From an optimization exercise on the open Yosys and OpenROAD flow, aimed at small area, a short achievable clock period and few clock cycles; shortcuts taken in it are not production practice. Only simulation tests tie the RTL to the original design; equivalence was not proved. Power figures rest on the tool's default switching activity, not on a simulated workload.

## flow/run.sh

```bash
#!/bin/bash
# The standard synthesis and layout (standard.sh), with:
#  - ports buffered with buf_4 instead of the library's first buffer;
#  - larger clock-tree sink clusters and no dummy clock loads;
#  - after global routing, cells with ample slack are downsized (flow/downsize.tcl).
set -o pipefail
bash standard.sh \
  SETUP_SLACK_MARGIN=8.6 \
  TNS_END_PERCENT=5 \
  MATCH_CELL_FOOTPRINT=0 \
  "BUFFER_PORTS_ARGS=-buffer_cell sky130_fd_sc_hd__buf_4" \
  "CTS_ARGS=-sink_clustering_enable -repair_clock_nets -sink_clustering_size 25 -sink_clustering_max_diameter 80 -dont_use_dummy_load" \
  POST_GLOBAL_ROUTE_TCL=$PWD/flow/post_grt.tcl \
  finish > flow_make.log 2>&1
```

## flow/downsize.tcl

```tcl
# Area recovery: replace cells by smaller sizes of the same function where the
# timing through them stays well above the design's worst setup slack.
# Runs inside ORFS (after global route repair); parasitics from global routing.
proc ds_smaller_cells { lc } {
  set name [get_property $lc name]
  if {![regexp {^(sky130_fd_sc_hd__[a-z0-9]+)_([0-9]+)$} $name -> base sz]} { return {} }
  set a [get_property $lc area]
  set out {}
  foreach c [get_lib_cells */${base}_*] {
    set cn [get_property $c name]
    if {[get_property $c dont_use]} continue
    set ca [get_property $c area]
    if {$ca < $a} { lappend out [list $ca $c] }
  }
  return [lsort -real -index 0 $out]
}
proc ds_inst_slack { inst } {
  set sl 1e9
  foreach p [get_pins -of $inst] {
    set s [get_property $p slack_max]
    if {$s ne "INF" && $s < $sl} { set sl $s }
  }
  return $sl
}
proc ds_max_out_cap { inst } {
  # largest total capacitance driven by an output of the instance (pF)
  set mx 0
  foreach p [get_pins -of $inst -filter "direction==output"] {
    set net [get_nets -quiet -of $p]
    if {$net eq ""} continue
    set c [sta::Net_capacitance $net [sta::cmd_scene] max]
    if {$c > $mx} { set mx $c }
  }
  return [expr {$mx * 1e12}]
}
proc ds_drv_ok { rs rc } {
  # worst max-slew and max-capacitance slack, relative to the limit
  return [expr {[sta::max_slew_check_slack_limit] >= $rs && [sta::max_capacitance_check_slack_limit] >= $rc}]
}
proc downsize_all { guard } {
  set wns [worst_slack -max]
  set rs [expr {min(0.2, [sta::max_slew_check_slack_limit])}]
  set rc [expr {min(0.2, [sta::max_capacitance_check_slack_limit])}]
  puts "downsize: slew and capacitance margins kept at $rs $rc"
  set thr [expr {$wns + $guard}]
  puts "downsize: worst slack $wns, keeping instance slack above $thr"
  set saved 0; set n 0
  set cands {}
  foreach inst [get_cells *] {
    set lc [get_lib_cells -of $inst]
    if {$lc eq "NULL" || $lc eq ""} continue
    set cn [get_property $lc name]
    if {[string match "*clkbuf*" $cn] || [string match "*clkinv*" $cn] || [string match "*tap*" $cn] || [string match "*fill*" $cn] || [string match "*decap*" $cn] || [string match "*dly*" $cn]} continue
    set sm [ds_smaller_cells $lc]
    if {[llength $sm] == 0} continue
    set sl [ds_inst_slack $inst]
    if {$sl < $thr + 0.05} continue
    # a weak driver on a long or heavily loaded net is left alone: its delay
    # depends most on parasitics that change after detailed routing
    if {[ds_max_out_cap $inst] > 0.04} continue
    lappend cands [list $sl $inst]
  }
  # most slack first
  foreach c [lsort -real -decreasing -index 0 $cands] {
    set inst [lindex $c 1]
    set lc [get_lib_cells -of $inst]
    set a0 [get_property $lc area]
    foreach s [ds_smaller_cells $lc] {
      set nc [lindex $s 1]
      replace_cell $inst $nc
      if {[ds_inst_slack $inst] >= $thr && [worst_slack -max] >= $wns - 1e-4 && [ds_drv_ok $rs $rc]} {
        set saved [expr {$saved + $a0 - [lindex $s 0]}]
        incr n
        break
      } else {
        replace_cell $inst $lc
      }
    }
  }
  puts "downsize: resized $n instances, saved [format %.1f $saved] um2, worst slack now [worst_slack -max]"
}
```

## flow/post_grt.tcl

```tcl
# After the global-route timing repair: recover area from cells on paths
# with ample slack (see downsize.tcl). The estimated parasitics are written
# to SPEF and read back so that they stay attached to the nets while cells
# are swapped.
source [file join [file dirname [info script]] downsize.tcl]
set ds_spef [file join $::env(RESULTS_DIR) 5_1_grt_est.spef]
estimate_parasitics -global_routing -spef_file $ds_spef
read_spef $ds_spef
downsize_all 0.30
```

## standard.sh

```bash
#!/bin/bash
# synth_recipe.tcl (not shown) runs the flow's synth.tcl, then flattens the netlist and writes it again
# the make line also repeats each setting of config.mk as NAME=value (left out here)
make -C /OpenROAD-flow-scripts/flow DESIGN_CONFIG=/design/flow/config.mk WORK_HOME=/design/flow/orfs CLKGATE_MAP_FILE= SYNTH_SCRIPT=/design/flow/synth_recipe.tcl "${@:-finish}"
```

## config.mk

```make
export PLATFORM = sky130hd
export DESIGN_NAME = MipsProcessor
export DESIGN_NICKNAME = MipsProcessor
export VERILOG_FILES = /design/flow/design.v
export SDC_FILE = /design/flow/constraint.sdc
export NUM_CORES = 8
export LEC_CHECK = 0
export CAP_MARGIN = 20
export CORE_MARGIN = 2
export CORE_UTILIZATION = 60
export PLACE_DENSITY = 0.7
export SLEW_MARGIN = 20
export SYNTH_HIERARCHICAL = 1
```

## constraint.sdc

```tcl
create_clock -name core_clock -period 12.0 [get_ports {clk}]
set_input_delay 2.4000 -clock core_clock [delete_from_list [all_inputs] [get_ports {clk}]]
set_output_delay 2.4000 -clock core_clock [all_outputs]
set_load 0.01 [all_outputs]
```

## design.v

```verilog
module IfDecode(input [5:0] op, output jt, jal, jr);
	assign jt  = !op[5] && op[0] && !op[3] && (!op[1] || op[2]);    
	assign jal = !op[5] && op[2] && !op[3];
	assign jr  = !op[5] && op[1] && !op[2];
endmodule
module PcSel(input [5:0] op, input stall, output sj, s2, s1, sh);
	wire jt, jal, jr;
	IfDecode My_D(.op(op), .jt(jt), .jal(jal), .jr(jr));
	assign sj = jt && !stall;
	assign s2 = jr && !stall;
	assign s1 = !jt && !jr && !stall;
	assign sh = stall;
endmodule
module Controller(input [5:0] op, func, input jal, output rtype, useimm, regwrite, memread, memwrite, beq,
                  rdrs, rdrt, sub, andop, orop, slt);
	wire addi = !jal && !op[5] && op[3] && !op[4];
	wire slti = !jal && op[5] && op[0];
	wire lw   = !jal && op[5] && op[2] && !op[1];
	wire sw   = !jal && op[5] && op[1] && !op[0];
	assign beq    = !jal && !op[5] && op[4];
	assign rtype  = !jal && !op[5] && !op[0];
	assign useimm = addi || slti || lw || sw || jal;
	assign regwrite = rtype || addi || slti || lw || jal;
	assign memread  = lw;
	assign memwrite = sw;
	assign rdrs = rtype || addi || slti || lw || sw || beq;
	assign rdrt = rtype || sw || beq;
	assign sub   = rtype && func[4];
	assign andop = rtype && func[3];
	assign orop  = rtype && func[2];
	assign slt   = (rtype && func[1]) || slti;
endmodule
module HazardUnit(input d_valid, rdrs, rdrt, input [4:0] rs, rt, input e_memread, input [4:0] e_rd, output stall);
	assign stall = d_valid && e_memread && ((rdrs && rs == e_rd) || (rdrt && rt == e_rd));
endmodule
module ForwardUnit(input e_regwrite, input [4:0] e_rd, rs, rt, input jal, output fa, ft);
	assign fa = e_regwrite && (e_rd == rs) && !jal;
	assign ft = e_regwrite && (e_rd == rt);
endmodule
module RegFile(input clk, we, input [4:0] wa, input [31:0] wd_a, wd_b, input [31:1] s1, s2,
               output [31:0] rd1_n, rd2_n);
	wire [32*31-1:0] q;
	wire [31:1] wsel;
	Dec5 My_WDec(.a(wa), .en(we), .y(wsel));
	genvar k;
	generate
		for (k = 1; k < 32; k = k + 1) begin : r
			reg [31:0] v;
			always @(posedge clk)
				if (wsel[k])
					v <= (k < 16) ? wd_a : wd_b;
			assign q[(k-1)*32 +: 32] = v;
		end
	endgenerate
	ReadPort My_RP1(.s(s1), .q(q), .y_n(rd1_n));
	ReadPort My_RP2(.s(s2), .q(q), .y_n(rd2_n));
endmodule
module Dec5(input [4:0] a, input en, output [31:1] y);
	genvar k;
	generate
		for (k = 1; k < 32; k = k + 1) begin : d
			assign y[k] = en && (a == k);
		end
	endgenerate
endmodule
module ReadPort(input [31:1] s, input [32*31-1:0] q, output [31:0] y_n);
	genvar b, g;
	generate
		for (b = 0; b < 32; b = b + 1) begin : bt
			wire [10:0] n;
			wire [2:0] t;
			for (g = 0; g < 10; g = g + 1) begin : grp
				C_AOI222 My_G(.a1(s[3*g+1]), .a2(q[(3*g)*32 + b]), .b1(s[3*g+2]), .b2(q[(3*g+1)*32 + b]),
				              .c1(s[3*g+3]), .c2(q[(3*g+2)*32 + b]), .y(n[g]));
			end
			C_NAND2 My_G10(.a(s[31]), .b(q[30*32 + b]), .y(n[10]));
			C_NAND4 My_T0(.a(n[0]), .b(n[1]), .c(n[2]), .d(n[3]), .y(t[0]));
			C_NAND4 My_T1(.a(n[4]), .b(n[5]), .c(n[6]), .d(n[7]), .y(t[1]));
			C_NAND3 My_T2(.a(n[8]), .b(n[9]), .c(n[10]), .y(t[2]));
			C_NOR3 My_Y(.a(t[0]), .b(t[1]), .c(t[2]), .y(y_n[b]));
		end
	endgenerate
endmodule
module BrCmp(input [31:0] a_n, b_n, input go_n, output [3:0] taken, ntaken);
	wire [31:0] ne;
	wire [15:0] e2;
	wire [7:0] d4;
	wire [3:0] e8;
	wire [1:0] d16;
	genvar i;
	generate
		for (i = 0; i < 32; i = i + 1) begin : x
			C_XOR2 My_X(.a(a_n[i]), .b(b_n[i]), .y(ne[i]));
		end
		C_NOR3 My_E0(.a(ne[0]), .b(ne[1]), .c(go_n), .y(e2[0]));
		for (i = 1; i < 16; i = i + 1) begin : l1
			C_NOR2 My_E(.a(ne[2*i]), .b(ne[2*i+1]), .y(e2[i]));
		end
		for (i = 0; i < 8; i = i + 1) begin : l2
			C_NAND2 My_D(.a(e2[2*i]), .b(e2[2*i+1]), .y(d4[i]));
		end
		for (i = 0; i < 4; i = i + 1) begin : l3
			C_NOR2 My_E(.a(d4[2*i]), .b(d4[2*i+1]), .y(e8[i]));
		end
		for (i = 0; i < 2; i = i + 1) begin : l4
			C_NAND2 My_D(.a(e8[2*i]), .b(e8[2*i+1]), .y(d16[i]));
		end
		for (i = 0; i < 4; i = i + 1) begin : l5
			C_NOR2 My_T(.a(d16[0]), .b(d16[1]), .y(taken[i]));
			C_NAND4 My_N(.a(e8[0]), .b(e8[1]), .c(e8[2]), .d(e8[3]), .y(ntaken[i]));
		end
	endgenerate
endmodule
module ALU(input [31:0] m, ea, eb, input [16:0] imm, input fa, ra, fb, rb, ib, sub, ssum, andop, orop, slt,
           output [31:0] out);
	wire [31:0] a_n, b_n, bx_n, g0, p0, o0, s;
	genvar i;
	generate
		for (i = 0; i < 32; i = i + 1) begin : op
			C_AOI22 My_A(.a1(fa), .a2(m[i]), .b1(ra), .b2(ea[i]), .y(a_n[i]));
			if (i < 17) begin : lo
				C_AOI222 My_B(.a1(fb), .a2(m[i]), .b1(rb), .b2(eb[i]), .c1(ib), .c2(imm[i]), .y(b_n[i]));
			end else begin : hi
				C_AOI22 My_B(.a1(fb), .a2(m[i]), .b1(rb), .b2(eb[i]), .y(b_n[i]));
			end
			C_XOR2 My_X(.a(b_n[i]), .b(sub), .y(bx_n[i]));
			C_NOR2 My_G(.a(a_n[i]), .b(bx_n[i]), .y(g0[i]));
			C_XOR2 My_P(.a(a_n[i]), .b(bx_n[i]), .y(p0[i]));
			C_NAND2 My_O(.a(a_n[i]), .b(bx_n[i]), .y(o0[i]));
		end
	endgenerate
	wire pg_1;
	C_AOI21 My_AOI21_2(.a1(p0[0]), .a2(sub), .b1(g0[0]), .y(pg_1));
	wire pi_3;
	C_INV My_INV_4(.a(pg_1), .y(pi_3));
	wire pg_5;
	C_AOI21 My_AOI21_6(.a1(p0[1]), .a2(pi_3), .b1(g0[1]), .y(pg_5));
	wire pg_7;
	C_AOI21 My_AOI21_8(.a1(p0[3]), .a2(g0[2]), .b1(g0[3]), .y(pg_7));
	wire pp_9;
	C_NAND2 My_NAND2_10(.a(p0[3]), .b(p0[2]), .y(pp_9));
	wire pg_11;
	C_AOI21 My_AOI21_12(.a1(p0[5]), .a2(g0[4]), .b1(g0[5]), .y(pg_11));
	wire pp_13;
	C_NAND2 My_NAND2_14(.a(p0[5]), .b(p0[4]), .y(pp_13));
	wire pg_15;
	C_AOI21 My_AOI21_16(.a1(p0[7]), .a2(g0[6]), .b1(g0[7]), .y(pg_15));
	wire pp_17;
	C_NAND2 My_NAND2_18(.a(p0[7]), .b(p0[6]), .y(pp_17));
	wire pg_19;
	C_AOI21 My_AOI21_20(.a1(p0[9]), .a2(g0[8]), .b1(g0[9]), .y(pg_19));
	wire pp_21;
	C_NAND2 My_NAND2_22(.a(p0[9]), .b(p0[8]), .y(pp_21));
	wire pg_23;
	C_AOI21 My_AOI21_24(.a1(p0[11]), .a2(g0[10]), .b1(g0[11]), .y(pg_23));
	wire pp_25;
	C_NAND2 My_NAND2_26(.a(p0[11]), .b(p0[10]), .y(pp_25));
	wire pg_27;
	C_AOI21 My_AOI21_28(.a1(p0[13]), .a2(g0[12]), .b1(g0[13]), .y(pg_27));
	wire pp_29;
	C_NAND2 My_NAND2_30(.a(p0[13]), .b(p0[12]), .y(pp_29));
	wire pg_31;
	C_AOI21 My_AOI21_32(.a1(p0[15]), .a2(g0[14]), .b1(g0[15]), .y(pg_31));
	wire pp_33;
	C_NAND2 My_NAND2_34(.a(p0[15]), .b(p0[14]), .y(pp_33));
	wire pg_35;
	C_AOI21 My_AOI21_36(.a1(p0[17]), .a2(g0[16]), .b1(g0[17]), .y(pg_35));
	wire pp_37;
	C_NAND2 My_NAND2_38(.a(p0[17]), .b(p0[16]), .y(pp_37));
	wire pg_39;
	C_AOI21 My_AOI21_40(.a1(p0[19]), .a2(g0[18]), .b1(g0[19]), .y(pg_39));
	wire pp_41;
	C_NAND2 My_NAND2_42(.a(p0[19]), .b(p0[18]), .y(pp_41));
	wire pg_43;
	C_AOI21 My_AOI21_44(.a1(p0[21]), .a2(g0[20]), .b1(g0[21]), .y(pg_43));
	wire pp_45;
	C_NAND2 My_NAND2_46(.a(p0[21]), .b(p0[20]), .y(pp_45));
	wire pg_47;
	C_AOI21 My_AOI21_48(.a1(p0[23]), .a2(g0[22]), .b1(g0[23]), .y(pg_47));
	wire pp_49;
	C_NAND2 My_NAND2_50(.a(p0[23]), .b(p0[22]), .y(pp_49));
	wire pg_51;
	C_AOI21 My_AOI21_52(.a1(p0[25]), .a2(g0[24]), .b1(g0[25]), .y(pg_51));
	wire pp_53;
	C_NAND2 My_NAND2_54(.a(p0[25]), .b(p0[24]), .y(pp_53));
	wire pg_55;
	C_AOI21 My_AOI21_56(.a1(p0[27]), .a2(g0[26]), .b1(g0[27]), .y(pg_55));
	wire pp_57;
	C_NAND2 My_NAND2_58(.a(p0[27]), .b(p0[26]), .y(pp_57));
	wire pg_59;
	C_AOI21 My_AOI21_60(.a1(p0[29]), .a2(g0[28]), .b1(g0[29]), .y(pg_59));
	wire pp_61;
	C_NAND2 My_NAND2_62(.a(p0[29]), .b(p0[28]), .y(pp_61));
	wire pg_63;
	C_AOI21 My_AOI21_64(.a1(p0[31]), .a2(g0[30]), .b1(g0[31]), .y(pg_63));
	wire pp_65;
	C_NAND2 My_NAND2_66(.a(p0[31]), .b(p0[30]), .y(pp_65));
	wire pg_67;
	C_OAI21 My_OAI21_68(.a1(pp_9), .a2(pg_5), .b1(pg_7), .y(pg_67));
	wire pg_69;
	C_OAI21 My_OAI21_70(.a1(pp_17), .a2(pg_11), .b1(pg_15), .y(pg_69));
	wire pp_71;
	C_NOR2 My_NOR2_72(.a(pp_17), .b(pp_13), .y(pp_71));
	wire pg_73;
	C_OAI21 My_OAI21_74(.a1(pp_25), .a2(pg_19), .b1(pg_23), .y(pg_73));
	wire pp_75;
	C_NOR2 My_NOR2_76(.a(pp_25), .b(pp_21), .y(pp_75));
	wire pg_77;
	C_OAI21 My_OAI21_78(.a1(pp_33), .a2(pg_27), .b1(pg_31), .y(pg_77));
	wire pp_79;
	C_NOR2 My_NOR2_80(.a(pp_33), .b(pp_29), .y(pp_79));
	wire pg_81;
	C_OAI21 My_OAI21_82(.a1(pp_41), .a2(pg_35), .b1(pg_39), .y(pg_81));
	wire pp_83;
	C_NOR2 My_NOR2_84(.a(pp_41), .b(pp_37), .y(pp_83));
	wire pg_85;
	C_OAI21 My_OAI21_86(.a1(pp_49), .a2(pg_43), .b1(pg_47), .y(pg_85));
	wire pp_87;
	C_NOR2 My_NOR2_88(.a(pp_49), .b(pp_45), .y(pp_87));
	wire pg_89;
	C_OAI21 My_OAI21_90(.a1(pp_57), .a2(pg_51), .b1(pg_55), .y(pg_89));
	wire pp_91;
	C_NOR2 My_NOR2_92(.a(pp_57), .b(pp_53), .y(pp_91));
	wire pg_93;
	C_OAI21 My_OAI21_94(.a1(pp_65), .a2(pg_59), .b1(pg_63), .y(pg_93));
	wire pp_95;
	C_NOR2 My_NOR2_96(.a(pp_65), .b(pp_61), .y(pp_95));
	wire pg_97;
	C_AOI21 My_AOI21_98(.a1(pp_71), .a2(pg_67), .b1(pg_69), .y(pg_97));
	wire pg_99;
	C_AOI21 My_AOI21_100(.a1(pp_79), .a2(pg_73), .b1(pg_77), .y(pg_99));
	wire pp_101;
	C_NAND2 My_NAND2_102(.a(pp_79), .b(pp_75), .y(pp_101));
	wire pg_103;
	C_AOI21 My_AOI21_104(.a1(pp_87), .a2(pg_81), .b1(pg_85), .y(pg_103));
	wire pp_105;
	C_NAND2 My_NAND2_106(.a(pp_87), .b(pp_83), .y(pp_105));
	wire pg_107;
	C_AOI21 My_AOI21_108(.a1(pp_95), .a2(pg_89), .b1(pg_93), .y(pg_107));
	wire pp_109;
	C_NAND2 My_NAND2_110(.a(pp_95), .b(pp_91), .y(pp_109));
	wire pg_111;
	C_OAI21 My_OAI21_112(.a1(pp_101), .a2(pg_97), .b1(pg_99), .y(pg_111));
	wire pg_113;
	C_OAI21 My_OAI21_114(.a1(pp_109), .a2(pg_103), .b1(pg_107), .y(pg_113));
	wire pp_115;
	C_NOR2 My_NOR2_116(.a(pp_109), .b(pp_105), .y(pp_115));
	wire pg_117;
	C_AOI21 My_AOI21_118(.a1(pp_115), .a2(pg_111), .b1(pg_113), .y(pg_117));
	wire pi_119;
	C_INV My_INV_120(.a(pg_111), .y(pi_119));
	wire pg_121;
	C_OAI21 My_OAI21_122(.a1(pp_105), .a2(pi_119), .b1(pg_103), .y(pg_121));
	wire pi_123;
	C_INV My_INV_124(.a(pg_97), .y(pi_123));
	wire pg_125;
	C_AOI21 My_AOI21_126(.a1(pp_75), .a2(pi_123), .b1(pg_73), .y(pg_125));
	wire pg_127;
	C_AOI21 My_AOI21_128(.a1(pp_83), .a2(pg_111), .b1(pg_81), .y(pg_127));
	wire pg_129;
	C_AOI21 My_AOI21_130(.a1(pp_91), .a2(pg_121), .b1(pg_89), .y(pg_129));
	wire pi_131;
	C_INV My_INV_132(.a(pg_67), .y(pi_131));
	wire pg_133;
	C_OAI21 My_OAI21_134(.a1(pp_13), .a2(pi_131), .b1(pg_11), .y(pg_133));
	wire pg_135;
	C_OAI21 My_OAI21_136(.a1(pp_21), .a2(pg_97), .b1(pg_19), .y(pg_135));
	wire pg_137;
	C_OAI21 My_OAI21_138(.a1(pp_29), .a2(pg_125), .b1(pg_27), .y(pg_137));
	wire pg_139;
	C_OAI21 My_OAI21_140(.a1(pp_37), .a2(pi_119), .b1(pg_35), .y(pg_139));
	wire pg_141;
	C_OAI21 My_OAI21_142(.a1(pp_45), .a2(pg_127), .b1(pg_43), .y(pg_141));
	wire pi_143;
	C_INV My_INV_144(.a(pg_121), .y(pi_143));
	wire pg_145;
	C_OAI21 My_OAI21_146(.a1(pp_53), .a2(pi_143), .b1(pg_51), .y(pg_145));
	wire pg_147;
	C_OAI21 My_OAI21_148(.a1(pp_61), .a2(pg_129), .b1(pg_59), .y(pg_147));
	wire pi_149;
	C_INV My_INV_150(.a(pg_5), .y(pi_149));
	wire pg_151;
	C_AOI21 My_AOI21_152(.a1(p0[2]), .a2(pi_149), .b1(g0[2]), .y(pg_151));
	wire pg_153;
	C_AOI21 My_AOI21_154(.a1(p0[4]), .a2(pg_67), .b1(g0[4]), .y(pg_153));
	wire pg_155;
	C_AOI21 My_AOI21_156(.a1(p0[6]), .a2(pg_133), .b1(g0[6]), .y(pg_155));
	wire pg_157;
	C_AOI21 My_AOI21_158(.a1(p0[8]), .a2(pi_123), .b1(g0[8]), .y(pg_157));
	wire pg_159;
	C_AOI21 My_AOI21_160(.a1(p0[10]), .a2(pg_135), .b1(g0[10]), .y(pg_159));
	wire pi_161;
	C_INV My_INV_162(.a(pg_125), .y(pi_161));
	wire pg_163;
	C_AOI21 My_AOI21_164(.a1(p0[12]), .a2(pi_161), .b1(g0[12]), .y(pg_163));
	wire pg_165;
	C_AOI21 My_AOI21_166(.a1(p0[14]), .a2(pg_137), .b1(g0[14]), .y(pg_165));
	wire pg_167;
	C_AOI21 My_AOI21_168(.a1(p0[16]), .a2(pg_111), .b1(g0[16]), .y(pg_167));
	wire pg_169;
	C_AOI21 My_AOI21_170(.a1(p0[18]), .a2(pg_139), .b1(g0[18]), .y(pg_169));
	wire pi_171;
	C_INV My_INV_172(.a(pg_127), .y(pi_171));
	wire pg_173;
	C_AOI21 My_AOI21_174(.a1(p0[20]), .a2(pi_171), .b1(g0[20]), .y(pg_173));
	wire pg_175;
	C_AOI21 My_AOI21_176(.a1(p0[22]), .a2(pg_141), .b1(g0[22]), .y(pg_175));
	wire pg_177;
	C_AOI21 My_AOI21_178(.a1(p0[24]), .a2(pg_121), .b1(g0[24]), .y(pg_177));
	wire pg_179;
	C_AOI21 My_AOI21_180(.a1(p0[26]), .a2(pg_145), .b1(g0[26]), .y(pg_179));
	wire pi_181;
	C_INV My_INV_182(.a(pg_129), .y(pi_181));
	wire pg_183;
	C_AOI21 My_AOI21_184(.a1(p0[28]), .a2(pi_181), .b1(g0[28]), .y(pg_183));
	wire pg_185;
	C_AOI21 My_AOI21_186(.a1(p0[30]), .a2(pg_147), .b1(g0[30]), .y(pg_185));
	C_XNOR2 My_XNOR2_187(.a(p0[1]), .b(pg_1), .y(s[1]));
	C_XNOR2 My_XNOR2_188(.a(p0[2]), .b(pg_5), .y(s[2]));
	C_XNOR2 My_XNOR2_189(.a(p0[3]), .b(pg_151), .y(s[3]));
	C_XOR2 My_XOR2_190(.a(p0[4]), .b(pg_67), .y(s[4]));
	C_XNOR2 My_XNOR2_191(.a(p0[5]), .b(pg_153), .y(s[5]));
	C_XOR2 My_XOR2_192(.a(p0[6]), .b(pg_133), .y(s[6]));
	C_XNOR2 My_XNOR2_193(.a(p0[7]), .b(pg_155), .y(s[7]));
	C_XNOR2 My_XNOR2_194(.a(p0[8]), .b(pg_97), .y(s[8]));
	C_XNOR2 My_XNOR2_195(.a(p0[9]), .b(pg_157), .y(s[9]));
	C_XOR2 My_XOR2_196(.a(p0[10]), .b(pg_135), .y(s[10]));
	C_XNOR2 My_XNOR2_197(.a(p0[11]), .b(pg_159), .y(s[11]));
	C_XNOR2 My_XNOR2_198(.a(p0[12]), .b(pg_125), .y(s[12]));
	C_XNOR2 My_XNOR2_199(.a(p0[13]), .b(pg_163), .y(s[13]));
	C_XOR2 My_XOR2_200(.a(p0[14]), .b(pg_137), .y(s[14]));
	C_XNOR2 My_XNOR2_201(.a(p0[15]), .b(pg_165), .y(s[15]));
	C_XOR2 My_XOR2_202(.a(p0[16]), .b(pg_111), .y(s[16]));
	C_XNOR2 My_XNOR2_203(.a(p0[17]), .b(pg_167), .y(s[17]));
	C_XOR2 My_XOR2_204(.a(p0[18]), .b(pg_139), .y(s[18]));
	C_XNOR2 My_XNOR2_205(.a(p0[19]), .b(pg_169), .y(s[19]));
	C_XNOR2 My_XNOR2_206(.a(p0[20]), .b(pg_127), .y(s[20]));
	C_XNOR2 My_XNOR2_207(.a(p0[21]), .b(pg_173), .y(s[21]));
	C_XOR2 My_XOR2_208(.a(p0[22]), .b(pg_141), .y(s[22]));
	C_XNOR2 My_XNOR2_209(.a(p0[23]), .b(pg_175), .y(s[23]));
	C_XOR2 My_XOR2_210(.a(p0[24]), .b(pg_121), .y(s[24]));
	C_XNOR2 My_XNOR2_211(.a(p0[25]), .b(pg_177), .y(s[25]));
	C_XOR2 My_XOR2_212(.a(p0[26]), .b(pg_145), .y(s[26]));
	C_XNOR2 My_XNOR2_213(.a(p0[27]), .b(pg_179), .y(s[27]));
	C_XNOR2 My_XNOR2_214(.a(p0[28]), .b(pg_129), .y(s[28]));
	C_XNOR2 My_XNOR2_215(.a(p0[29]), .b(pg_183), .y(s[29]));
	C_XOR2 My_XOR2_216(.a(p0[30]), .b(pg_147), .y(s[30]));
	C_XNOR2 My_XNOR2_217(.a(p0[31]), .b(pg_185), .y(s[31]));
	wire lt_218;
	assign lt_218 = pg_117;
	wire lt = lt_218;
	C_XOR2 My_XOR2_219(.a(p0[0]), .b(sub), .y(s[0]));
	wire [31:0] lg;
	assign lg = ({32{andop}} & g0) | ({32{orop}} & o0);
	generate
		for (i = 1; i < 32; i = i + 1) begin : rs
			C_A21O My_R(.a1(ssum), .a2(s[i]), .b1(lg[i]), .y(out[i]));
		end
	endgenerate
	wire r0;
	C_A21O My_R0(.a1(ssum), .a2(s[0]), .b1(lg[0]), .y(r0));
	C_A21O My_R0s(.a1(slt), .a2(lt), .b1(r0), .y(out[0]));
endmodule
module C_INV(input a, output y);
	assign y = !a;
endmodule
module C_NAND2(input a, b, output y);
	assign y = !(a && b);
endmodule
module C_NOR2(input a, b, output y);
	assign y = !(a || b);
endmodule
module C_XOR2(input a, b, output y);
	assign y = a ^ b;
endmodule
module C_XNOR2(input a, b, output y);
	assign y = !(a ^ b);
endmodule
module C_NAND3(input a, b, c, output y);
	assign y = !(a && b && c);
endmodule
module C_NAND4(input a, b, c, d, output y);
	assign y = !(a && b && c && d);
endmodule
module C_NOR3(input a, b, c, output y);
	assign y = !(a || b || c);
endmodule
module C_NOR4(input a, b, c, d, output y);
	assign y = !(a || b || c || d);
endmodule
module C_OR3(input a, b, c, output y);
	assign y = a || b || c;
endmodule
module C_OR2(input a, b, output y);
	assign y = a || b;
endmodule
module C_OAI211(input a1, a2, b1, c1, output y);
	assign y = !((a1 || a2) && b1 && c1);
endmodule
module C_AOI21(input a1, a2, b1, output y);
	assign y = !((a1 && a2) || b1);
endmodule
module C_OAI21(input a1, a2, b1, output y);
	assign y = !((a1 || a2) && b1);
endmodule
module C_A21O(input a1, a2, b1, output y);
	assign y = (a1 && a2) || b1;
endmodule
module C_AOI22(input a1, a2, b1, b2, output y);
	assign y = !((a1 && a2) || (b1 && b2));
endmodule
module C_AOI222(input a1, a2, b1, b2, c1, c2, output y);
	assign y = !((a1 && a2) || (b1 && b2) || (c1 && c2));
endmodule
module C_MUX2(input a0, a1, s, output y);
	assign y = s ? a1 : a0;
endmodule
module MipsProcessor(input clk, rst, output [31:0] imem_addr, input [31:0] imem_data,
                     output [31:0] dmem_addr, dmem_wdata, output dmem_we, dmem_re, input [31:0] dmem_rdata);
	reg  [31:0] pc;
	wire [31:1] inc = pc[31:1] + 31'd1;
	wire [31:0] pc1 = pc[0] ? {inc, 1'b0} : {pc[31:1], 1'b1};
	wire [31:0] pc2 = {inc, pc[0]};
	wire [5:0]  iop = imem_data[31:26];
	wire if_jal_a, if_jal_b, nc_a1, nc_a2, nc_b1, nc_b2;
	IfDecode My_IfDecodeA(.op(iop), .jt(nc_a1), .jal(if_jal_a), .jr(nc_a2));
	IfDecode My_IfDecodeB(.op(iop), .jt(nc_b1), .jal(if_jal_b), .jr(nc_b2));
	wire stall;
	wire [3:0] br_taken, br_ntaken;    
	wire [31:0] br_target;
	wire [3:0] sj, s2, s1, sh;
	wire [31:0] pc_hold;
	genvar i;
	generate
		for (i = 0; i < 4; i = i + 1) begin : psel
			PcSel My_S(.op(iop), .stall(stall), .sj(sj[i]), .s2(s2[i]), .s1(s1[i]), .sh(sh[i]));
		end
		for (i = 0; i < 32; i = i + 1) begin : pch
			wire ya, yb;
			C_AOI22 My_A(.a1(sj[i/8]), .a2((i < 26) ? imem_data[i] : pc1[i]), .b1(s2[i/8]), .b2(pc2[i]), .y(ya));
			C_AOI22 My_B(.a1(s1[i/8]), .a2(pc1[i]), .b1(sh[i/8]), .b2(pc[i]), .y(yb));
			C_NAND2 My_H(.a(ya), .b(yb), .y(pc_hold[i]));
		end
	endgenerate
	wire [31:0] pc_next;
	generate
		for (i = 0; i < 32; i = i + 1) begin : pcm
			wire t_n, h_n;
			C_NAND2 My_T(.a(br_taken[i/8]), .b(br_target[i]), .y(t_n));
			C_NAND2 My_H(.a(br_ntaken[i/8]), .b(pc_hold[i]), .y(h_n));
			C_NAND2 My_M(.a(t_n), .b(h_n), .y(pc_next[i]));
		end
	endgenerate
	always @(posedge clk, posedge rst) begin
		if (rst)
			pc <= 32'd0;
		else
			pc <= pc_next;
	end
	assign imem_addr = pc;
	reg        d_valid;
	reg [31:0] d_w;
	always @(posedge clk, posedge rst) begin
		if (rst)
			d_valid <= 1'b0;
		else
			d_valid <= br_ntaken[3] && (stall ? d_valid : 1'b1);
	end
	reg [31:1] d_s1, d_s2;
	wire [31:1] n_s1, n_s2;
	Dec5 My_SDec1(.a(stall ? d_w[25:21] : imem_data[25:21]), .en(1'b1), .y(n_s1));
	Dec5 My_SDec2(.a(stall ? d_w[20:16] : imem_data[20:16]), .en(1'b1), .y(n_s2));
	always @(posedge clk) begin
		d_s1 <= n_s1;
		d_s2 <= n_s2;
	end
	always @(posedge clk) begin
		if (!stall)
			d_w <= {imem_data[31:26], if_jal_b ? pc1[25:13] : imem_data[25:13], if_jal_a ? pc1[12:0] : imem_data[12:0]};
	end
	wire [4:0] d_rs = d_w[25:21];
	wire [4:0] d_rt = d_w[20:16];
	wire [4:0] d_rd = d_w[15:11];
	wire d_jal = !d_w[31] && d_w[28] && !d_w[29];
	wire c_rtype, c_useimm, c_regwrite, c_memread, c_memwrite, c_beq, c_rdrs, c_rdrt, c_sub, c_and, c_or, c_slt;
	Controller My_Controller(.op(d_w[31:26]), .func(d_w[5:0]), .jal(d_jal), .rtype(c_rtype), .useimm(c_useimm),
	                         .regwrite(c_regwrite), .memread(c_memread), .memwrite(c_memwrite), .beq(c_beq),
	                         .rdrs(c_rdrs), .rdrt(c_rdrt), .sub(c_sub), .andop(c_and), .orop(c_or), .slt(c_slt));
	wire [4:0] d_dst = d_jal ? 5'd31 : (c_rtype ? d_rd : d_rt);
	wire        m_regwrite;
	wire [4:0]  m_rd;
	wire [31:0] m_wd, m_wd_b;
	wire [31:0] rf1_n, rf2_n;
	RegFile My_RegFile(.clk(clk), .we(m_regwrite), .wa(m_rd), .wd_a(m_wd), .wd_b(m_wd_b), .s1(d_s1), .s2(d_s2), .rd1_n(rf1_n), .rd2_n(rf2_n));
	wire byp1 = m_regwrite && (m_rd == d_rs);
	wire byp2 = m_regwrite && (m_rd == d_rt);
	wire sa_jal = d_jal;
	wire sa_rd  = !d_jal && byp1 && m_memread;
	wire sa_res = !d_jal && byp1 && !m_memread;
	wire sa_rf_n = d_jal || byp1;
	wire sb_rd  = byp2 && m_memread;
	wire sb_res = byp2 && !m_memread;
	wire sb_rf_n = byp2;
	wire [31:0] jalv = {pc[31:26], d_w[25:0]};
	wire [31:0] opa, opb;
	generate
		for (i = 0; i < 32; i = i + 1) begin : byp
			wire na_rd, na_oth, nb_rd, nb_res;
			C_NAND2 My_ARd(.a(sa_rd), .b(dmem_rdata[i]), .y(na_rd));
			C_AOI22 My_AOth(.a1(sa_res), .a2(m_res[i]), .b1(sa_jal), .b2(jalv[i]), .y(na_oth));
			C_OAI211 My_A(.a1(sa_rf_n), .a2(rf1_n[i]), .b1(na_rd), .c1(na_oth), .y(opa[i]));
			C_NAND2 My_BRd(.a(sb_rd), .b(dmem_rdata[i]), .y(nb_rd));
			C_NAND2 My_BRes(.a(sb_res), .b(m_res[i]), .y(nb_res));
			C_OAI211 My_B(.a1(sb_rf_n), .a2(rf2_n[i]), .b1(nb_rd), .c1(nb_res), .y(opb[i]));
		end
	endgenerate
	BrCmp My_BrCmp(.a_n(rf1_n), .b_n(rf2_n), .go_n(!(d_valid && c_beq)), .taken(br_taken), .ntaken(br_ntaken));
	assign br_target = pc + {15'd0, d_w[15], d_w[15:0]};
	reg        e_regwrite, e_memread, e_memwrite;
	reg [4:0]  e_rd;
	HazardUnit My_HazardUnit(.d_valid(d_valid), .rdrs(c_rdrs), .rdrt(c_rdrt), .rs(d_rs), .rt(d_rt),
	                         .e_memread(e_memread), .e_rd(e_rd), .stall(stall));
	wire fa, ft;
	ForwardUnit My_ForwardUnit(.e_regwrite(e_regwrite), .e_rd(e_rd), .rs(d_rs), .rt(d_rt), .jal(d_jal), .fa(fa), .ft(ft));
	reg [31:0] e_a, e_b;
	reg [15:0] e_imm;
	reg        e_fa, e_ra, e_fb, e_rb, e_ib, e_ft;
	reg        e_sub, e_ssum, e_and, e_or, e_slt;
	wire d_go = d_valid && !stall;
	always @(posedge clk, posedge rst) begin
		if (rst) begin
			e_regwrite <= 1'b0; e_memread <= 1'b0; e_memwrite <= 1'b0;
		end else begin
			e_regwrite <= d_go && c_regwrite && (d_dst != 5'd0);
			e_memread  <= d_go && c_memread;
			e_memwrite <= d_go && c_memwrite;
		end
	end
	always @(posedge clk) begin
		e_rd   <= d_dst;
		e_a    <= opa;
		e_b    <= opb;
		e_imm  <= d_w[15:0];
		e_fa   <= fa;
		e_ra   <= !fa;
		e_ft   <= ft;
		e_fb   <= ft && !c_useimm;
		e_rb   <= !ft && !c_useimm;
		e_ib   <= c_useimm && !d_jal;
		e_sub  <= c_sub | c_slt;
		e_ssum <= !(c_and | c_or | c_slt);
		e_and  <= c_and;
		e_or   <= c_or;
		e_slt  <= c_slt;
	end
	reg [31:0] m_res, m_sd;
	wire [31:0] sd = e_ft ? m_res : e_b;
	wire [31:0] res;
	ALU My_ALU(.m(m_res), .ea(e_a), .eb(e_b), .imm({e_imm[15], e_imm}), .fa(e_fa), .ra(e_ra), .fb(e_fb), .rb(e_rb), .ib(e_ib),
	           .sub(e_sub), .ssum(e_ssum), .andop(e_and), .orop(e_or), .slt(e_slt), .out(res));
	reg m_regwrite_r, m_memread, m_memwrite;
	reg [4:0] m_rd_r;
	always @(posedge clk, posedge rst) begin
		if (rst) begin
			m_regwrite_r <= 1'b0; m_memread <= 1'b0; m_memwrite <= 1'b0;
		end else begin
			m_regwrite_r <= e_regwrite; m_memread <= e_memread; m_memwrite <= e_memwrite;
		end
	end
	reg m_re_o;
	always @(posedge clk) begin
		m_re_o <= e_memread;
		m_rd_r <= e_rd;
		m_res  <= res;
		m_sd   <= sd;
	end
	assign m_regwrite = m_regwrite_r;
	assign m_rd = m_rd_r;
	generate
		for (i = 0; i < 32; i = i + 1) begin : wdm
			C_MUX2 My_WA(.a0(m_res[i]), .a1(dmem_rdata[i]), .s(m_memread), .y(m_wd[i]));
			C_MUX2 My_WB(.a0(m_res[i]), .a1(dmem_rdata[i]), .s(m_memread), .y(m_wd_b[i]));
		end
	endgenerate
	assign dmem_addr  = m_res;
	assign dmem_wdata = m_sd;
	assign dmem_we    = m_memwrite;
	assign dmem_re    = m_re_o;
endmodule
```

==> results.txt, run 1 <==
IO Count=164; fillcell total=7016; TritonRoute pass-1 iters=14; Num CTS Buffers=60; Longest Clk Path Bufs=3; Netlist Area Pre-Place=0.0566 mm2; cts hold-fix bufs=0; Post-DRT Antenna Nets=0; grt met3 use=15.2%; Achievable Freq=between 200 and 300 MHz; Nets=between 4000 and 5000; Die Width=311 um; Core Footprint=0.0935 mm2; routed len/inst=roughly 39 um; Clock power frac=21.5%; pre-CTS setup slack=roughly 7.3 ns; final hold vios=0; Clk Latency, worst-skew pair=0.72 ns; slowest CP cell=dfxtp_1; Max FO, Critical Path=1; final WL=212000 um; CTS tree=done; final worst slack=8.22 ns; status=finished clean; worst hold path type=reg2reg; Slew HR=19.9%; Iter 0 DRT Violations=9413; PostCTS Resize Cnt=127; Seq pwr share=between 50% and 60%; CP startpoint kind=flop; switching fraction of total power=a little under a third; H-Tree Level Count=2; placed cell area=0.0605 mm2; full die area=0.0969 mm2; DIE HEIGHT=311 um; GRT Max-Usage Layer=met2; Vias/cell=roughly 8; WS Path Type=reg2out; slowest stage delay, CP=0.50 ns; VDD IR-drop max=0.000133 V; root buffer cell=clkbuf_16; Overflow after GRT=0; detailed placer's ending HPWL=around 120000 um; Area Overhead vs Synth=7.65%; first-pass GRT wire length=295000 um; vias in the first global route=~42000; CP required=9.60 ns; DRC Markers=0; clock-pin slew on the worst setup and hold paths=approximately 0.10 ns; maxcap violations=0; setup TNS=0 ns; Final period util=31.5%; port bufs=163; clock period minus final worst setup slack=around 3.8 ns; crit end category=output pin; Initial Util=around 61%; syn_area_per_cell=14.7 um2; PwrDens=~170 mW/mm2; DR vias=43100; CP top delay family=flip-flops; FP Rows=112; final instance area=0.0610 mm2; Int Power=0.00723 W; critical path cell sequence=buf_4; Final setup viols=0; Synth Instances=3843; number of setup buffers added after CTS=35; Tot GR Track Use=42.6%; met1 Resource Use GR=between 50 and 60%; Pins Over Slew Limit=0; clk_skew=approximately 0.057 ns; layout cells sized above 1=14.6%; worst-margin pin slew=1.19 ns; gp weighted congestion=~0.96; NetSw=roughly 0.0031 W; met2 Use GR=a little over three fifths; antenna violations before repair=6; Logic pwr share=21.7%; P_leak=20.4 nW; clock sinks=1291; total number of yosys warnings=8; largest net degree at the start of global routing=42; buffers and inverters on the worst path=1; CP arrival=between 1 and 1.5 ns
## sequential cells by signal, summed over array words and instances, names as in the netlist, 16 cells and up
signal          count
d_s1               31
My_RegFile.r.v    992
e_imm              16
m_res              32
e_a                32
d_w                32
pc                 32
e_b                32
d_s2               31
m_sd               32
## worst paths after layout
path | from | endpoint | slack (ns) | cells past startpoint
max | m_sd[14] | dmem_wdata[14] | 8.22 | 1
min | e_memwrite | m_memwrite | 0.38 | 0
max reg2reg | d_w[20] | e_b[28] | 8.38 | 8
min reg2reg | e_memwrite | m_memwrite | 0.38 | 0
max in group asynchronous | rst | pc[22] | 9.69 | 3
min in group asynchronous | rst | pc[3] | 1.80 | 3
## routing by layer
metal	up-vias	part of all wire [%]
met1	20700	32
met3	880	17
li1	17300	-
met4	12	8.7
met5	-	0.077
met2	4223	42
## area by class of cell
type	instances	area [um2]	area share [%]
Inverter	23	90.1	0.148
Timing Repair Buffer	347	2460	4.03
Antenna cell	8	20.0	0.0328
Clock buffer	60	1500	2.46
Tap cell	1254	1570	2.57
Sequential cell	1291	36400	59.7
Multi-Input combinational cell	2490	18900	31.1
## power by group through the flow
| stage | Combinational, W | Clock (W) | Sequential (W) |
|---|---|---|---|
| final | 0.00224 | 0.00223 | 0.00589 |
| after CTS | 0.00228 | 0.00223 | 0.00591 |
| after detailed placement | 0.00220 | 0 | 0.00600 |
| after global placement | 0.00216 | 0 | 0.00600 |
| after floorplan | 0.00134 | 0 | 0.00593 |
## worst reg2reg max path, stage by stage (launching register included)
cell      delay, ns
edfxtp_1       0.93
xor2_1         0.15
nor4_1         0.28
and3_2         0.23
buf_4          0.59
and2_2         0.73
buf_4          0.43
nand2_1        0.14
o211ai_2       0.09
## metrics by stage
stage / total power, W / hold WS [ns] / utilization [%] / instances
global placement: 0.00816 / 0.338 / 64.7 / 5345
CTS: 0.0104 / 0.375 / 67.1 / 5442
detailed placement: 0.00820 / 0.352 / 64.7 / 5345
finish: 0.0104 / 0.377 / 65.2 / 5473
floorplan: 0.00727 / 0.331 / - / 3858
## cells in the final DEF (no fill, tap or decap), types with 26 or more instances in the layout
master,count
edfxtp_1,1024
a222oi_1,657
nand2_1,398
buf_4,222
dfxtp_1,191
nor2_1,183
xor2_1,157
nand4_1,155
a22oi_1,138
buf_1,95
xnor2_1,88
nand3_1,83
mux2_4,67
mux2_2,63
clkbuf_16,61
a21oi_1,54
o211ai_1,50
nor3_1,47
a21o_1,37
a22o_1,32
dfxtp_2,31
dfrtp_2,26
Testbench counts, summed over its fixed seeds: cycles 49,457.
==> run 2: changes to the inputs <==
--- a/design.v
+++ b/design.v
@@ -3,14 +3,6 @@
 	assign jal = !op[5] && op[2] && !op[3];
 	assign jr  = !op[5] && op[1] && !op[2];
 endmodule
-module PcSel(input [5:0] op, input stall, output sj, s2, s1, sh);
-	wire jt, jal, jr;
-	IfDecode My_D(.op(op), .jt(jt), .jal(jal), .jr(jr));
-	assign sj = jt && !stall;
-	assign s2 = jr && !stall;
-	assign s1 = !jt && !jr && !stall;
-	assign sh = stall;
-endmodule
 module Controller(input [5:0] op, func, input jal, output rtype, useimm, regwrite, memread, memwrite, beq,
                   rdrs, rdrt, sub, andop, orop, slt);
 	wire addi = !jal && !op[5] && op[3] && !op[4];
@@ -92,8 +84,7 @@
 		for (i = 0; i < 32; i = i + 1) begin : x
 			C_XOR2 My_X(.a(a_n[i]), .b(b_n[i]), .y(ne[i]));
 		end
-		C_NOR3 My_E0(.a(ne[0]), .b(ne[1]), .c(go_n), .y(e2[0]));
-		for (i = 1; i < 16; i = i + 1) begin : l1
+		for (i = 0; i < 16; i = i + 1) begin : l1
 			C_NOR2 My_E(.a(ne[2*i]), .b(ne[2*i+1]), .y(e2[i]));
 		end
 		for (i = 0; i < 8; i = i + 1) begin : l2
@@ -106,8 +97,8 @@
 			C_NAND2 My_D(.a(e8[2*i]), .b(e8[2*i+1]), .y(d16[i]));
 		end
 		for (i = 0; i < 4; i = i + 1) begin : l5
-			C_NOR2 My_T(.a(d16[0]), .b(d16[1]), .y(taken[i]));
-			C_NAND4 My_N(.a(e8[0]), .b(e8[1]), .c(e8[2]), .d(e8[3]), .y(ntaken[i]));
+			C_NOR3 My_T(.a(d16[0]), .b(d16[1]), .c(go_n), .y(taken[i]));
+			C_OR3 My_N(.a(d16[0]), .b(d16[1]), .c(go_n), .y(ntaken[i]));
 		end
 	endgenerate
 endmodule
@@ -391,12 +382,6 @@
 module C_OR3(input a, b, c, output y);
 	assign y = a || b || c;
 endmodule
-module C_OR2(input a, b, output y);
-	assign y = a || b;
-endmodule
-module C_OAI211(input a1, a2, b1, c1, output y);
-	assign y = !((a1 || a2) && b1 && c1);
-endmodule
 module C_AOI21(input a1, a2, b1, output y);
 	assign y = !((a1 && a2) || b1);
 endmodule
@@ -422,27 +407,15 @@
 	wire [31:0] pc1 = pc[0] ? {inc, 1'b0} : {pc[31:1], 1'b1};
 	wire [31:0] pc2 = {inc, pc[0]};
 	wire [5:0]  iop = imem_data[31:26];
-	wire if_jal_a, if_jal_b, nc_a1, nc_a2, nc_b1, nc_b2;
-	IfDecode My_IfDecodeA(.op(iop), .jt(nc_a1), .jal(if_jal_a), .jr(nc_a2));
-	IfDecode My_IfDecodeB(.op(iop), .jt(nc_b1), .jal(if_jal_b), .jr(nc_b2));
+	wire if_jt, if_jal, if_jr;
+	IfDecode My_IfDecode(.op(iop), .jt(if_jt), .jal(if_jal), .jr(if_jr));
 	wire stall;
 	wire [3:0] br_taken, br_ntaken;    
 	wire [31:0] br_target;
-	wire [3:0] sj, s2, s1, sh;
-	wire [31:0] pc_hold;
-	genvar i;
-	generate
-		for (i = 0; i < 4; i = i + 1) begin : psel
-			PcSel My_S(.op(iop), .stall(stall), .sj(sj[i]), .s2(s2[i]), .s1(s1[i]), .sh(sh[i]));
-		end
-		for (i = 0; i < 32; i = i + 1) begin : pch
-			wire ya, yb;
-			C_AOI22 My_A(.a1(sj[i/8]), .a2((i < 26) ? imem_data[i] : pc1[i]), .b1(s2[i/8]), .b2(pc2[i]), .y(ya));
-			C_AOI22 My_B(.a1(s1[i/8]), .a2(pc1[i]), .b1(sh[i/8]), .b2(pc[i]), .y(yb));
-			C_NAND2 My_H(.a(ya), .b(yb), .y(pc_hold[i]));
-		end
-	endgenerate
+	wire [31:0] pc_seq = if_jt ? {pc1[31:26], imem_data[25:0]} : (if_jr ? pc2 : pc1);
+	wire [31:0] pc_hold = stall ? pc : pc_seq;
 	wire [31:0] pc_next;
+	genvar i;
 	generate
 		for (i = 0; i < 32; i = i + 1) begin : pcm
 			wire t_n, h_n;
@@ -476,7 +449,7 @@
 	end
 	always @(posedge clk) begin
 		if (!stall)
-			d_w <= {imem_data[31:26], if_jal_b ? pc1[25:13] : imem_data[25:13], if_jal_a ? pc1[12:0] : imem_data[12:0]};
+			d_w <= {imem_data[31:26], if_jal ? pc1[25:0] : imem_data[25:0]};
 	end
 	wire [4:0] d_rs = d_w[25:21];
 	wire [4:0] d_rt = d_w[20:16];
@@ -505,13 +478,11 @@
 	wire [31:0] opa, opb;
 	generate
 		for (i = 0; i < 32; i = i + 1) begin : byp
-			wire na_rd, na_oth, nb_rd, nb_res;
-			C_NAND2 My_ARd(.a(sa_rd), .b(dmem_rdata[i]), .y(na_rd));
-			C_AOI22 My_AOth(.a1(sa_res), .a2(m_res[i]), .b1(sa_jal), .b2(jalv[i]), .y(na_oth));
-			C_OAI211 My_A(.a1(sa_rf_n), .a2(rf1_n[i]), .b1(na_rd), .c1(na_oth), .y(opa[i]));
-			C_NAND2 My_BRd(.a(sb_rd), .b(dmem_rdata[i]), .y(nb_rd));
-			C_NAND2 My_BRes(.a(sb_res), .b(m_res[i]), .y(nb_res));
-			C_OAI211 My_B(.a1(sb_rf_n), .a2(rf2_n[i]), .b1(nb_rd), .c1(nb_res), .y(opb[i]));
+			wire ya, yb;
+			C_AOI222 My_YA(.a1(sa_rd), .a2(dmem_rdata[i]), .b1(sa_res), .b2(m_res[i]), .c1(sa_jal), .c2(jalv[i]), .y(ya));
+			C_OAI21 My_A(.a1(sa_rf_n), .a2(rf1_n[i]), .b1(ya), .y(opa[i]));
+			C_AOI22 My_YB(.a1(sb_rd), .a2(dmem_rdata[i]), .b1(sb_res), .b2(m_res[i]), .y(yb));
+			C_OAI21 My_B(.a1(sb_rf_n), .a2(rf2_n[i]), .b1(yb), .y(opb[i]));
 		end
 	endgenerate
 	BrCmp My_BrCmp(.a_n(rf1_n), .b_n(rf2_n), .go_n(!(d_valid && c_beq)), .taken(br_taken), .ntaken(br_ntaken));
==> flow/run.sh (replaced) <==
#!/bin/bash
# The standard synthesis and layout (standard.sh), with:
#  - ports buffered with buf_4 instead of the library's first buffer;
#  - larger clock-tree sink clusters and no dummy clock loads.
set -o pipefail
bash standard.sh \
  SETUP_SLACK_MARGIN=8.3 \
  MATCH_CELL_FOOTPRINT=0 \
  "BUFFER_PORTS_ARGS=-buffer_cell sky130_fd_sc_hd__buf_4" \
  "CTS_ARGS=-sink_clustering_enable -repair_clock_nets -sink_clustering_size 25 -sink_clustering_max_diameter 80 -dont_use_dummy_load" \
  finish > flow_make.log 2>&1
removed: flow/downsize.tcl
removed: flow/post_grt.tcl
==> run 2 against run 1 <==
Compared with the run above:
- still clean
- global-route usage increased by 2.3 points
- power up 4.2%
- maximum frequency increased by 1.4%
- utilization up 2.8 points
- setup slack better by 0.052 ns
- synthesized cell count fell by 0.73%
- final cell count down 0.11%
- worst hold slack got worse by 0.011 ns
- register-to-register slack got worse by 0.08 ns
- sequential cell count unchanged
- clock power barely moved
- clock skew rose by 0.0087 ns
- critical endpoint is now imem_addr[28]
- largest cell class unchanged
- highest routed layer unchanged
==> results.txt, run 2 <==
status=finished clean; cts hold-fix bufs=0 (unchanged); grt met3 use=18.9% (+3.6 points); Area Overhead vs Synth=12.2%; FP Rows=111 (-0.89%); crit end category=output pin; first-pass GRT wire length=300000 um (+1.7%); Clk Latency, worst-skew pair=0.74 ns (+0.02 ns); Final period util=31.1% (-0.43 points); port bufs=163 (unchanged); most frequent cells in the layout=edfxtp_1 (1024), a222oi_1 (689), buf_4 (341); clock-pin slew on the worst setup and hold paths=0.10 ns (about the same); sequential area share after synthesis=between 60 and 70%; Synth Instances=3815 (-0.73%); Num CTS Buffers=60 (unchanged); total number of yosys warnings=8 (unchanged); R2R Setup Slk=8.30 ns (-0.08 ns); maxcap violations=0 (unchanged); routed len/inst=39.8 um (+2.5%); Crit. Startpoint=pc[28]; clock sinks=1291 (unchanged); DRC Markers=0 (unchanged); Seq cells post-synth=1291; gp weighted congestion=0.960 (+0.22%); met2 Use GR=62.7% (+0.23 points); commonest non-fill, non-tap cell in the layout=edfxtp_1; synth top area cells=edfxtp_1 (55%), a222oi_1 (12%), dfxtp_1 (8.2%), xor2_1 (2.4%), nand2_1 (1.9%); RR Endpoint=pc[17]; layout cells sized above 1=21.5% (+6.8 points); IO Count=164 (unchanged); main flop type after synthesis=edfxtp_1; PwrDens=173 mW/mm2 (+1.8%); clock period minus final worst setup slack=3.73 ns (-0.0518 ns); Longest Clk Path Bufs=3 (unchanged); full die area=0.0952 mm2 (-1.7%); Post-synth EDFFs=1024; CP startpoint kind=flop; Overflow after GRT=0 (unchanged); root buffer cell=clkbuf_16; met1 Resource Use GR=57.3% (+4.8 points); Core Footprint=0.0918 mm2 (-1.8%); Nets=4306 (+0.19%); DR vias=43700 (+1.3%); antenna violations before repair=5 (-1); CTS tree=done; area share of the largest cell type after synthesis=55.3%; most frequent cell after synthesis=edfxtp_1; CP required=9.60 ns (about the same); WS Path Type=reg2out; TritonRoute pass-1 iters=13 (-1); slowest CP cell=dfrtp_2; Min-Delay Path Depth=0 (unchanged); P_leak=21.0 nW (+2.9%); largest area contributor in the netlist=edfxtp_1; worst hold path type=reg2reg; H-Tree Level Count=2 (unchanged); commonest cells in the netlist=edfxtp_1 (1024), a222oi_1 (689), nand2_1 (284); final WL=217000 um (+2.4%); largest net degree at the start of global routing=58 (+38%); Slew HR=28.1% (+8.2 points); vias in the first global route=41200 (-2.2%); Die Width=309 um (-0.88%); buffers and inverters on the worst path=1 (unchanged); Initial Util=60.6% (about the same); Iter 0 DRT Violations=11000 (+17%); max reg flops=992 (unchanged); Achievable Freq=268 MHz (+1.4%); DIE HEIGHT=309 um (-0.88%); final worst slack=8.27 ns (+0.0518 ns); VDD IR-drop max=0.000166 V (+25%); critical path cell sequence=buf_6; fillcell total=6488 (-7.5%); Pins Over Slew Limit=0 (unchanged); syn_area_per_cell=14.6 um2 (-1.0%); library cells used by synthesis=81; Layout Utilization=68.0% (+2.8 points); Vias/cell=8.00 (+1.4%); Async S/R FF share, synth=3.02%; detailed placer's ending HPWL=124000 um (+1.3%); R2R cell count=12 (+4); Netlist Area Pre-Place=0.0556 mm2 (-1.8%); storage element area=0.0365 mm2 (+0.19%); Top reg by flops=My_RegFile.r.v; hold endpoint=m_memwrite; clk_skew=0.0652 ns (+0.00866 ns); HP Start=e_memwrite; CP arrival=1.33 ns (-0.05 ns); worst-margin pin slew=1.08 ns (-0.113 ns); RSZ-0062 raised after global routing=yes; Final setup viols=0 (unchanged); setup TNS=0 ns (unchanged); reg2reg start=d_s2[11]; slowest stage delay, CP=0.47 ns (-0.03 ns); pre-CTS setup slack=7.31 ns (-0.0351 ns); Post-DRT Antenna Nets=0 (unchanged); final hold vios=0 (unchanged); Tot GR Track Use=44.9% (+2.3 points); Max FO, Critical Path=2 (+1); area occupied by multi-input gates=0.0196 mm2 (+3.6%); CP top delay family=flip-flops; GRT Max-Usage Layer=met2
## run 2: cell count changes in the layout (fill, tap and decap cells not counted), sizes merged, moves of 13 or more
cell / delta
a21oi: +48
a222oi: +32
a22oi: -60
buf: +42
inv: +13
mux2: -29
nand2: -117
nor2: +46
o211ai: -64
o21ai: +85
xnor2: -20
## run 2: kinds of logic after synthesis
family | after synthesis | synth area share, %
fa+ha+maj | 19 | 0.441
simple gates | 947 | 8.83
xor+xnor | 221 | 3.48
other cells | 1 | 0.00674
compound gates | 1128 | 18.4
buf+inv | 97 | 0.953
flops | 1291 | 65.2
mux | 111 | 2.66
## run 2: routing by layer
metal	share of wire (%)	up-vias	routed length [um]
li1	-	17300	-
met1	32	21100	70500
met2	41	4365	89000
met3	18	914	39600
met4	8.4	4	18300
met5	0.0097	-	21
## run 2: report_power, final
part           switching, W  internal, W  total, W
Sequential         0.000236      0.00556   0.00580
Clock               0.00137     0.000889   0.00226
Combinational       0.00183     0.000921   0.00275
Total               0.00344      0.00737    0.0108
## run 2: cell type report
type,count,area share [%]
inverter,36,0.223
sequential,1291,58.4
antenna,5,0.0200
multi-input combinational,2444,31.4
clock buffer,60,2.41
tap,1243,2.49
timing repair buffer,388,5.00
## run 2: repair_timing
action,in CTS,in global routing
gates cloned,0,2
hold endpoints to repair,0,0
pin swaps,24,61
buffers inserted,73,35
resized for setup,168,63
endpoints found under the setup margin,107,81
## run 2: per-module statistics from Yosys, one instance, submodules excluded, excerpt
module / cells inside / copies in the design
C_NAND3: 1 / 64
C_AOI21: 1 / 40
IfDecode: 5 / 1
Controller: 27 / 1
C_OR3: 1 / 4
C_OAI21: 1 / 82
C_NOR3: 1 / 68
Dec5: 46 / 3
ALU: 38 / 1
C_XOR2: 1 / 107
C_NAND4: 1 / 128
HazardUnit: 15 / 1
RegFile: 992 / 1
C_INV: 1 / 9
C_NAND2: 1 / 220
C_MUX2: 1 / 64
## run 2: worst max path at each step
| stage | to | slack [ns] | cells past startpoint |
|---|---|---|---|
| after global routing | d_w[22] | 8.26 | 5 |
| after floorplan | pc[16] | 8.23 | 9 |
| final | imem_addr[28] | 8.27 | 1 |
| after detailed placement | pc[27] | 7.31 | 9 |
| after CTS | m_res[31] | 8.23 | 17 |
| after global placement | pc[27] | 7.34 | 9 |
## run 2: metrics by stage
step | instances | hold slack [ns] | power [W] | instance area [um2]
after CTS | 5425 | 0.367 | 0.0106 | 61800
after global routing | 5462 | 0.371 | 0.0110 | 62400
final | 5467 | 0.366 | 0.0108 | 62400
after floorplan | 3830 | 0.331 | 0.00718 | 55700
after global placement | 5292 | 0.338 | 0.00816 | 59200
after detailed placement | 5292 | 0.339 | 0.00819 | 59200
Testbench counts of run 2, summed over its fixed seeds: cycles 49,457.

==> what the ideal ports hide <==
How much do the figures lean on ideal ports? The routed layouts below were timed once more, with nothing changed but the port constraints.
Step 1 sets driving cells, clkbuf_16 on the clock port and buf_2 on the other inputs (assumed; they add their load-dependent delay and slew).
Step 2 moves the port delays by t, midway between the first and last clock arrival at a register: inputs arrive t later, outputs are due t later. That takes back most of the time a late clock gives input paths.
a / b / c = ideal / step 1 / step 2; a / b = the first two.
run | t (ns) | setup slack, ns | latest minus earliest clock arrival (ns) | worst slew at a driven data input, ns
run 1 | 0.767 | 8.220 / 8.142 / 7.938 | 0.059 / 0.058 | 0.14
run 2 | 0.785 | 8.272 / 8.197 / 7.582 | 0.065 / 0.065 | 0.06
After both steps setup and hold are still met in every run listed. The setup slack of run 2, which loses most, moves by -0.075 ns with the drivers and by -0.690 ns with both steps.
